Source: an optimization exercise on an open RTL-to-GDS flow (aim: small area and a short achievable clock period). Production flows keep margins and buffers that such runs may drop.
Function was checked by simulation only, so behaviour that the tests miss may differ from the original.
No activity file was given, so power comes from the tool's default toggle rates.

== before ==
Design fpmul_pipe, start of the top module:
module fpmul_pipe (clk, oprA, oprB, Result);
    input clk;
    input [31:0] oprA, oprB;
    output [31:0] Result;
    wire [129:0] r1_d;
    wire [7:0] e1_d;
    wire s1_d;
    reg [129:0] r1_q;
    reg [7:0] e1_q;
    reg s1_q;
    wire [24:0] p2_d;
    reg [24:0] p2_q;
    reg [7:0] e2_q;
    reg s2_q;
    fpmul_sa u_sa (.oprA(oprA), .oprB(oprB), .r1(r1_d), .e1(e1_d), .s1(s1_d));
    fpmul_sb u_sb (.r1(r1_q), .p2(p2_d));
    fpmul_sc u_sc (.p2(p2_q), .e2(e2_q), .s2(s2_q), .Result(Result));
    always @(posedge clk)
    begin
        r1_q <= r1_d;
        e1_q <= e1_d;
        s1_q <= s1_d;
        p2_q <= p2_d;
        e2_q <= e1_q;
        s2_q <= s1_q;
    end
endmodule
Size: roughly 1,900 cells after synthesis, ~170 flip-flops.
==> flow/config.mk <==
export PLATFORM = sky130hd
export DESIGN_NAME = fpmul_pipe
export DESIGN_NICKNAME = fpmul_pipe
export VERILOG_FILES = /design/flow/design.v
export SDC_FILE = /design/flow/constraint.sdc
export NUM_CORES = 4
export LEC_CHECK = 0
export CAP_MARGIN = 20
export CORE_MARGIN = 2
export CORE_UTILIZATION = 40
export SETUP_SLACK_MARGIN = 5
export SLEW_MARGIN = 20
export SYNTH_HIERARCHICAL = 1
export SYNTH_MINIMUM_KEEP_SIZE = 0
export TNS_END_PERCENT = 0
==> flow/constraint.sdc <==
create_clock -name core_clock -period 9.5 [get_ports {clk}]
set_input_delay 1.9000 -clock core_clock [delete_from_list [all_inputs] [get_ports {clk}]]
set_output_delay 1.9000 -clock core_clock [all_outputs]
set_load 0.01 [all_outputs]
standard.sh (not shown) runs the stock make flow with config.mk's settings and CLKGATE_MAP_FILE= SYNTH_SCRIPT=/design/flow/synth_recipe.tcl, a recipe that flattens the netlist after the stock synthesis.
==> flow/flow/run.sh <==
#!/bin/bash
# The standard layout, except that the port buffers are buf_2 cells rather than the
# clkdlybuf4s50_1 delay cells buffer_ports picks by default.
set -euo pipefail
export BUFFER_PORTS_ARGS="-buffer_cell sky130_fd_sc_hd__buf_2"
bash standard.sh finish > orfs_flow.log 2>&1
Changes in after relative to before:
- a deleted TNS_END_PERCENT that had been 0
- a deleted SETUP_SLACK_MARGIN that had been 5
==> flow/flow/run.sh <==
#!/bin/bash
# The standard layout, except that the port buffers are buf_4 cells rather than the
# clkdlybuf4s50_1 delay cells buffer_ports picks by default, and that timing repair aims
# for a setup slack of 5.5 ns at the 9.5 ns clock.
set -euo pipefail
export BUFFER_PORTS_ARGS="-buffer_cell sky130_fd_sc_hd__buf_4"
export SETUP_SLACK_MARGIN=5.5
bash standard.sh finish > orfs_flow.log 2>&1
### Flow results
The final reports for after and before show area growth from synthesis to final layout higher in the former. Across both runs, wire length was higher for after than for before. From before to after the numbers moved as follows: global-route usage grew by 4.3 points, number of non-clock buffers in the layout went up 140%, clock share of power moved down, synthesized cell count ~0 delta, complex-gate fraction of the synthesized area held. oprB[0] as the origin of the worst setup path was reported by before, and oprB[5] by after.

========
Starting RTL as in the previous note.
clock: 9.5 ns
lec_check: 0
cap_margin: 20
core_margin: 2
core_utilization: 40
cts_buf_list: sky130_fd_sc_hd__clkbuf_4 sky130_fd_sc_hd__clkbuf_8
setup_slack_margin: 5
slew_margin: 20
synth_hierarchical: 1
synth_minimum_keep_size: 0
==> flow/flow/run.sh <==
#!/bin/bash
# The standard layout, except that the port buffers are buf_4 cells rather than the
# clkdlybuf4s50_1 delay cells buffer_ports picks by default.
set -euo pipefail
export BUFFER_PORTS_ARGS="-buffer_cell sky130_fd_sc_hd__buf_4"
bash standard.sh finish > orfs_flow.log 2>&1
The first run passed the timing, DRC and antenna checks.
Rerun with:
==> flow/flow/run.sh (replaced) <==
#!/bin/bash
# The standard layout, except that the port buffers are buf_8 cells rather than the
# clkdlybuf4s50_1 delay cells buffer_ports picks by default.
set -euo pipefail
export BUFFER_PORTS_ARGS="-buffer_cell sky130_fd_sc_hd__buf_8"
bash standard.sh finish > orfs_flow.log 2>&1
--- a/flow/config.mk
+++ b/flow/config.mk
@@ -11 +10,0 @@
-export CTS_BUF_LIST = sky130_fd_sc_hd__clkbuf_4 sky130_fd_sc_hd__clkbuf_8
What happened: Sequential cell count is unchanged. Die area stays the same. Clock skew hardly moves. Combinational power came out higher by about 2%.
Rerun with:
==> flow/flow/run.sh (replaced) <==
#!/bin/bash
# The standard layout, except that the port buffers are buf_4 cells rather than the
# clkdlybuf4s50_1 delay cells buffer_ports picks by default, and that timing repair aims
# for a setup slack of 6.5 ns at the 9.5 ns clock.
set -euo pipefail
export BUFFER_PORTS_ARGS="-buffer_cell sky130_fd_sc_hd__buf_4"
export SETUP_SLACK_MARGIN=6.5
bash standard.sh finish > orfs_flow.log 2>&1
--- a/flow/config.mk
+++ b/flow/config.mk
@@ -11 +10,0 @@
-export SETUP_SLACK_MARGIN = 5
What happened: The new run completed without violations; area after synthesis is unchanged; power rose by 37%; via count increases by 16%; count of clock-buffer cells in the layout is lower by 2; hold slack gets better by 5.6 ps; first-iteration DRC count climbs by 46%; synthesized cell count is unchanged; final area goes up by 28%; routed wire length climbs by 31%; final cell count is higher by 11%; clock power barely changes.

## re-timing with driven ports
No port has a modelled driver above. Below, the same layouts with a new extraction and two added sets of constraints. Step 1 (the two cells are an assumption about what drives the block):
set clk [get_ports {clk}]
set_driving_cell -lib_cell sky130_fd_sc_hd__clkbuf_16 $clk
set_driving_cell -lib_cell sky130_fd_sc_hd__buf_2 [delete_from_list [all_inputs] $clk]
Step 2 also shifts input and output timing later by t, the mid clock arrival at the registers, as if the neighbouring blocks saw the same clock. Slacks: ideal / step 1 / step 2; pairs: ideal / step 1.
run	t, ns	slack for setup (ns)	hold WS [ns]	pins driven straight from the clock port
before	0.526	4.953 / 4.968 / 4.443	0.327 / 0.327 / 0.327	1
after	0.540	5.279 / 5.185 / 4.645	0.327 / 0.327 / 0.327	1
the first run of note 2	0.568	5.020 / 5.046 / 4.479	0.325 / 0.325 / 0.325	1
the second run of note 2	0.523	5.057 / 5.074 / 4.551	0.324 / 0.324 / 0.324	1
the third run of note 2	0.552	5.270 / 5.285 / 4.733	0.330 / 0.330 / 0.330	1
After both steps every run listed still meets setup and hold. The setup slack of after, which loses most, moves by -0.094 ns with the drivers and by -0.634 ns with both steps.
